What follows belongs to an exercise in optimizing a design on an open flow for small area and a short achievable clock period; a production flow would make more cautious choices.
Power is estimated from default activity; no workload was simulated.

## the previous run
==> module interrupt_controller, before the edit <==
module interrupt_controller (
    input  logic         PCLK,
    input  logic         rstn,
    input  logic         PSEL,
    input  logic         PENABLE,
    input  logic         PWRITE,
    input  logic [4:0]   PADDR,
    input  logic [31:0]  PWDATA,
    output logic [31:0]  PRDATA,
    output logic         PREADY,
    output logic         PSLVERR,
    input  logic [31:0]  IRQ,
    input  logic [4:0]   index,
    output logic [3:0]   INT,
    output logic [4:0]   IRQ_VECTOR
);
logic [31:0] irq_enable;
logic [31:0] irq_disable;
logic [31:0] irq_status;
logic [31:0] irq_type;
logic [31:0] irq_ack;
logic [31:0] irq_f;
logic [31:0] tbl_valid;
logic [4:0]  irq_priority     [31:0];
logic [3:0]  irq_map          [31:0];
logic [4:0]  irq_vector_table [31:0];
wire acc = PSEL & PENABLE;
wire wr  = acc & PWRITE;
wire rd  = acc & ~PWRITE;
wire wr_status = wr & (PADDR == 5'h00);
wire wr_enable = wr & (PADDR == 5'h04);
wire wr_disable= wr & (PADDR == 5'h08);
wire wr_prio   = wr & (PADDR == 5'h0C);
wire wr_ack    = wr & (PADDR == 5'h10);
wire wr_type   = wr & (PADDR == 5'h14);
wire wr_vec    = wr & (PADDR == 5'h18);
wire wr_map    = wr & (PADDR == 5'h1C);
wire wr_tbl    = wr_prio | wr_vec | wr_map;
logic [31:0] idx_oh;
always_comb
    for (int i = 0; i < 32; i++)
        idx_oh[i] = (index == i[4:0]);
always_ff @(posedge PCLK)
    irq_f <= IRQ;
always_ff @(posedge PCLK or negedge rstn)
    if (!rstn)
        irq_status <= 32'b0;
    else if (wr_status)
        irq_status <= irq_status | PWDATA;
    else
        irq_status <= (irq_status | (irq_f & ~irq_disable & irq_enable)) & ~(~irq_type & irq_ack);
always_ff @(posedge PCLK or negedge rstn)
    if (!rstn) begin
        irq_enable  <= 32'b0;
        irq_disable <= 32'b0;
        irq_ack     <= 32'b0;
        irq_type    <= 32'b0;
    end else begin
        if (wr_enable)  irq_enable  <= irq_enable  | PWDATA;
        if (wr_disable) irq_disable <= irq_disable | PWDATA;
        if (wr_ack)     irq_ack     <= irq_ack     | PWDATA;
        if (wr_type)    irq_type    <= PWDATA;
    end
always_ff @(posedge PCLK or negedge rstn)
    if (!rstn)       tbl_valid <= 32'b0;
    else if (wr_tbl) tbl_valid <= tbl_valid | idx_oh;
wire [4:0] d_prio = PWDATA[4:0] & {5{wr_prio}};
wire [4:0] d_vec  = PWDATA[4:0] & {5{wr_vec}};
wire [3:0] d_map  = PWDATA[3:0] & {4{wr_map}};
always_ff @(posedge PCLK)
    for (int i = 0; i < 32; i++) begin
        if (idx_oh[i] & (wr_prio | (wr_tbl & ~tbl_valid[i]))) irq_priority[i]     <= d_prio;
        if (idx_oh[i] & (wr_map  | (wr_tbl & ~tbl_valid[i]))) irq_map[i]          <= d_map;
        if (idx_oh[i] & (wr_vec  | (wr_tbl & ~tbl_valid[i]))) irq_vector_table[i] <= d_vec;
    end
logic [159:0] prio_flat, vec_flat;
logic [127:0] map_flat;
logic [31:0]  prio_bit [0:4];
always_comb
    for (int i = 0; i < 32; i++) begin
        prio_flat[5*i +: 5] = irq_priority[i];
        vec_flat[5*i +: 5]  = irq_vector_table[i];
        map_flat[4*i +: 4]  = irq_map[i];
        for (int b = 0; b < 5; b++)
            prio_bit[b][i] = irq_priority[i][b];
    end
wire [31:0] rd_sel = idx_oh & tbl_valid;
logic [4:0] rd_prio, rd_vec;
logic [3:0] rd_map;
ic_ohmux #(.W(5)) u_rd_prio (.sel(rd_sel), .d(prio_flat), .q(rd_prio));
ic_ohmux #(.W(5)) u_rd_vec  (.sel(rd_sel), .d(vec_flat),  .q(rd_vec));
ic_ohmux #(.W(4)) u_rd_map  (.sel(rd_sel), .d(map_flat),  .q(rd_map));
logic [31:0] rd_data;
always_comb
    case (PADDR)
        5'h00:   rd_data = irq_status;
        5'h04:   rd_data = irq_enable;
        5'h08:   rd_data = irq_disable;
        5'h0C:   rd_data = {27'b0, rd_prio};
        5'h10:   rd_data = irq_ack;
        5'h14:   rd_data = irq_type;
        5'h18:   rd_data = {27'b0, rd_vec};
        5'h1C:   rd_data = {28'b0, rd_map};
        default: rd_data = 32'b0;
    endcase
always_ff @(posedge PCLK or negedge rstn)
    if (!rstn)   PRDATA <= 32'b0;
    else if (rd) PRDATA <= rd_data;
always_ff @(posedge PCLK or negedge rstn)
    if (!rstn)    PREADY <= 1'b0;
    else if (acc) PREADY <= 1'b1;
assign PSLVERR = 1'b0;
logic [31:0] cand [0:5];
assign cand[0] = irq_status;
ic_elim u_e4 (.c_in(cand[0]), .p(prio_bit[4]), .v(tbl_valid), .c_out(cand[1]));
ic_elim u_e3 (.c_in(cand[1]), .p(prio_bit[3]), .v(tbl_valid), .c_out(cand[2]));
ic_elim u_e2 (.c_in(cand[2]), .p(prio_bit[2]), .v(tbl_valid), .c_out(cand[3]));
ic_elim u_e1 (.c_in(cand[3]), .p(prio_bit[1]), .v(tbl_valid), .c_out(cand[4]));
ic_elim u_e0 (.c_in(cand[4]), .p(prio_bit[0]), .v(tbl_valid), .c_out(cand[5]));
logic [31:0] first;
ic_first u_first (.c(cand[5]), .first(first));
wire valid = |cand[5][30:0];
wire [31:0] sel_oh = {~valid, first[30:0]};
logic [4:0] vec_raw;
logic [3:0] map_raw;
logic [0:0] vv, mv;
ic_ohmux #(.W(5)) u_sel_vec (.sel(sel_oh), .d(vec_flat),  .q(vec_raw));
ic_ohmux #(.W(4)) u_sel_map (.sel(first),  .d(map_flat),  .q(map_raw));
ic_ohmux #(.W(1)) u_sel_vv  (.sel(sel_oh), .d(tbl_valid), .q(vv));
ic_ohmux #(.W(1)) u_sel_mv  (.sel(first),  .d(tbl_valid), .q(mv));
wire [4:0] vec_sel = vec_raw & {5{vv[0]}};
wire [3:0] map_sel = map_raw & {4{mv[0]}};
always_ff @(posedge PCLK or negedge rstn)
    if (!rstn) INT <= 4'b0000;
    else if (map_sel[3:2] == 2'b00) INT[map_sel[1:0]] <= valid;
always_ff @(posedge PCLK or negedge rstn)
    if (!rstn) IRQ_VECTOR <= 5'b11111;
    else       IRQ_VECTOR <= vec_sel;
endmodule
export LEC_CHECK = 0
export CAP_MARGIN = 20
export CORE_MARGIN = 2
export CORE_UTILIZATION = 20
export PLACE_DENSITY = 0.3
export SLEW_MARGIN = 20
export SYNTH_HIERARCHICAL = 1
export SYNTH_MINIMUM_KEEP_SIZE = 0
create_clock -name core_clock -period 100.0 [get_ports {PCLK}]
standard.sh (not shown) runs the stock make flow with config.mk's settings and CLKGATE_MAP_FILE= SYNTH_SCRIPT=/design/flow/synth_recipe.tcl, a recipe that flattens the netlist after the stock synthesis.
==> flow/flow/run.sh <==
#!/bin/bash
# Standard ORFS flow, with smaller port buffers, a clock tree of larger
# sink clusters without dummy loads, and timing repair asked to leave extra
# setup slack so that IO paths get optimised too.
export BUFFER_PORTS_ARGS="-buffer_cell sky130_fd_sc_hd__buf_2"
export SETUP_SLACK_MARGIN=78
export CTS_ARGS="-sink_clustering_enable -repair_clock_nets -dont_use_dummy_load -buf_list {sky130_fd_sc_hd__clkbuf_8} -sink_clustering_size 16 -sink_clustering_max_diameter 60"
bash standard.sh > standard.log 2>&1
The inputs of the current run differ from those of the previous run as listed below.
--- a/flow/design.v
+++ b/flow/design.v
@@ -31,4 +31,15 @@
         for (int i = 0; i < 32; i++)
             q = q | (d[W*i +: W] & {W{sel[i]}});
+    end
+endmodule
+module ic_aomux #(parameter int N = 2, parameter int W = 32) (
+    input  logic [N-1:0]   sel,
+    input  logic [N*W-1:0] d,
+    output logic [W-1:0]   q
+);
+    always_comb begin
+        q = '0;
+        for (int k = 0; k < N; k++)
+            q = q | (d[W*k +: W] & {W{sel[k]}});
     end
 endmodule
@@ -125,20 +136,30 @@
 ic_ohmux #(.W(5)) u_rd_vec  (.sel(rd_sel), .d(vec_flat),  .q(rd_vec));
 ic_ohmux #(.W(4)) u_rd_map  (.sel(rd_sel), .d(map_flat),  .q(rd_map));
-logic [31:0] rd_data;
-always_comb
-    case (PADDR)
-        5'h00:   rd_data = irq_status;
-        5'h04:   rd_data = irq_enable;
-        5'h08:   rd_data = irq_disable;
-        5'h0C:   rd_data = {27'b0, rd_prio};
-        5'h10:   rd_data = irq_ack;
-        5'h14:   rd_data = irq_type;
-        5'h18:   rd_data = {27'b0, rd_vec};
-        5'h1C:   rd_data = {28'b0, rd_map};
-        default: rd_data = 32'b0;
-    endcase
+logic [8:0] rd_word;
+always_comb begin
+    rd_word[0] = rd & (PADDR == 5'h00);
+    rd_word[1] = rd & (PADDR == 5'h04);
+    rd_word[2] = rd & (PADDR == 5'h08);
+    rd_word[3] = rd & (PADDR == 5'h0C);
+    rd_word[4] = rd & (PADDR == 5'h10);
+    rd_word[5] = rd & (PADDR == 5'h14);
+    rd_word[6] = rd & (PADDR == 5'h18);
+    rd_word[7] = rd & (PADDR == 5'h1C);
+    rd_word[8] = ~rd;
+end
+logic [31:0] prdata_d;
+ic_aomux #(.N(9), .W(5)) u_prdata_lo (
+    .sel(rd_word),
+    .d({PRDATA[4:0], {1'b0, rd_map}, rd_vec, irq_type[4:0], irq_ack[4:0],
+        rd_prio, irq_disable[4:0], irq_enable[4:0], irq_status[4:0]}),
+    .q(prdata_d[4:0]));
+ic_aomux #(.N(6), .W(27)) u_prdata_hi (
+    .sel({rd_word[8], rd_word[5:4], rd_word[2:0]}),
+    .d({PRDATA[31:5], irq_type[31:5], irq_ack[31:5],
+        irq_disable[31:5], irq_enable[31:5], irq_status[31:5]}),
+    .q(prdata_d[31:5]));
 always_ff @(posedge PCLK or negedge rstn)
-    if (!rstn)   PRDATA <= 32'b0;
-    else if (rd) PRDATA <= rd_data;
+    if (!rstn) PRDATA <= 32'b0;
+    else       PRDATA <= prdata_d;
 always_ff @(posedge PCLK or negedge rstn)
     if (!rstn)    PREADY <= 1'b0;
Results
- Measured against each other, the previous run and the current run differ in count of standard-cell rows, the higher figure coming from the previous run.
- Re quantity of gates resized following cts: the previous run and the current run aren't equal, and the lower value belongs to the current run.
- In the current run, the final-layout worst hold slack came out 15 ps below the value in the previous run.
- Between the previous run and the current run, final-layout clock-cell area share increased.
- Basic-gate share of the synthesized area counting and, or, nand and nor cells: the current run vs the previous run, no meaningful difference
- Instance count after placement with tap cells included, the current run vs the previous run: down by a few percent
- Compared with the previous run, the current run shows register share of the cell area higher by 1.5 points.
- Buffers inserted during post-CTS setup optimization was higher in the run labelled the previous run.
- The current run vs. the previous run: clock share of power higher; minimum setup slack in the final design lower; combined global-route utilization of all metal layers higher; clock power higher.
Function was not checked in any run of this note: the RTL went through the layout flow alone.

==> afterwards: timing with drivers on the ports <==
The results above use ideal ports. As a check the final layouts listed here were re-extracted and re-timed, cells and wires unchanged. Step 1 (the two cells are an assumption about what drives the block):
set clk [get_ports {PCLK}]
set_driving_cell -lib_cell sky130_fd_sc_hd__clkbuf_16 $clk
set_driving_cell -lib_cell sky130_fd_sc_hd__buf_2 [delete_from_list [all_inputs] $clk]
Step 2 times the ports against the registers' clock, not the clock port: input delays grow and output delays shrink by t, the midpoint of the rising clock arrivals with the driver on. a / b / c = ideal ports / drivers / drivers and shift; a / b = the first two.
run | shift t [ns] | setup WS [ns] | hold slack, ns | worst setup path at the end | worst data-port slew with drivers (ns)
the previous run | 0.843 | 77.771 / 77.752 / 76.910 | 0.462 / 0.462 / 0.462 | input to register | 0.10
the current run | 0.846 | 77.763 / 77.806 / 76.960 | 0.447 / 0.447 / 0.447 | input to register | 0.11
After both steps every run listed still meets setup and hold. The setup slack of the previous run, which loses most, moves by -0.019 ns with the drivers and by -0.861 ns with both steps.
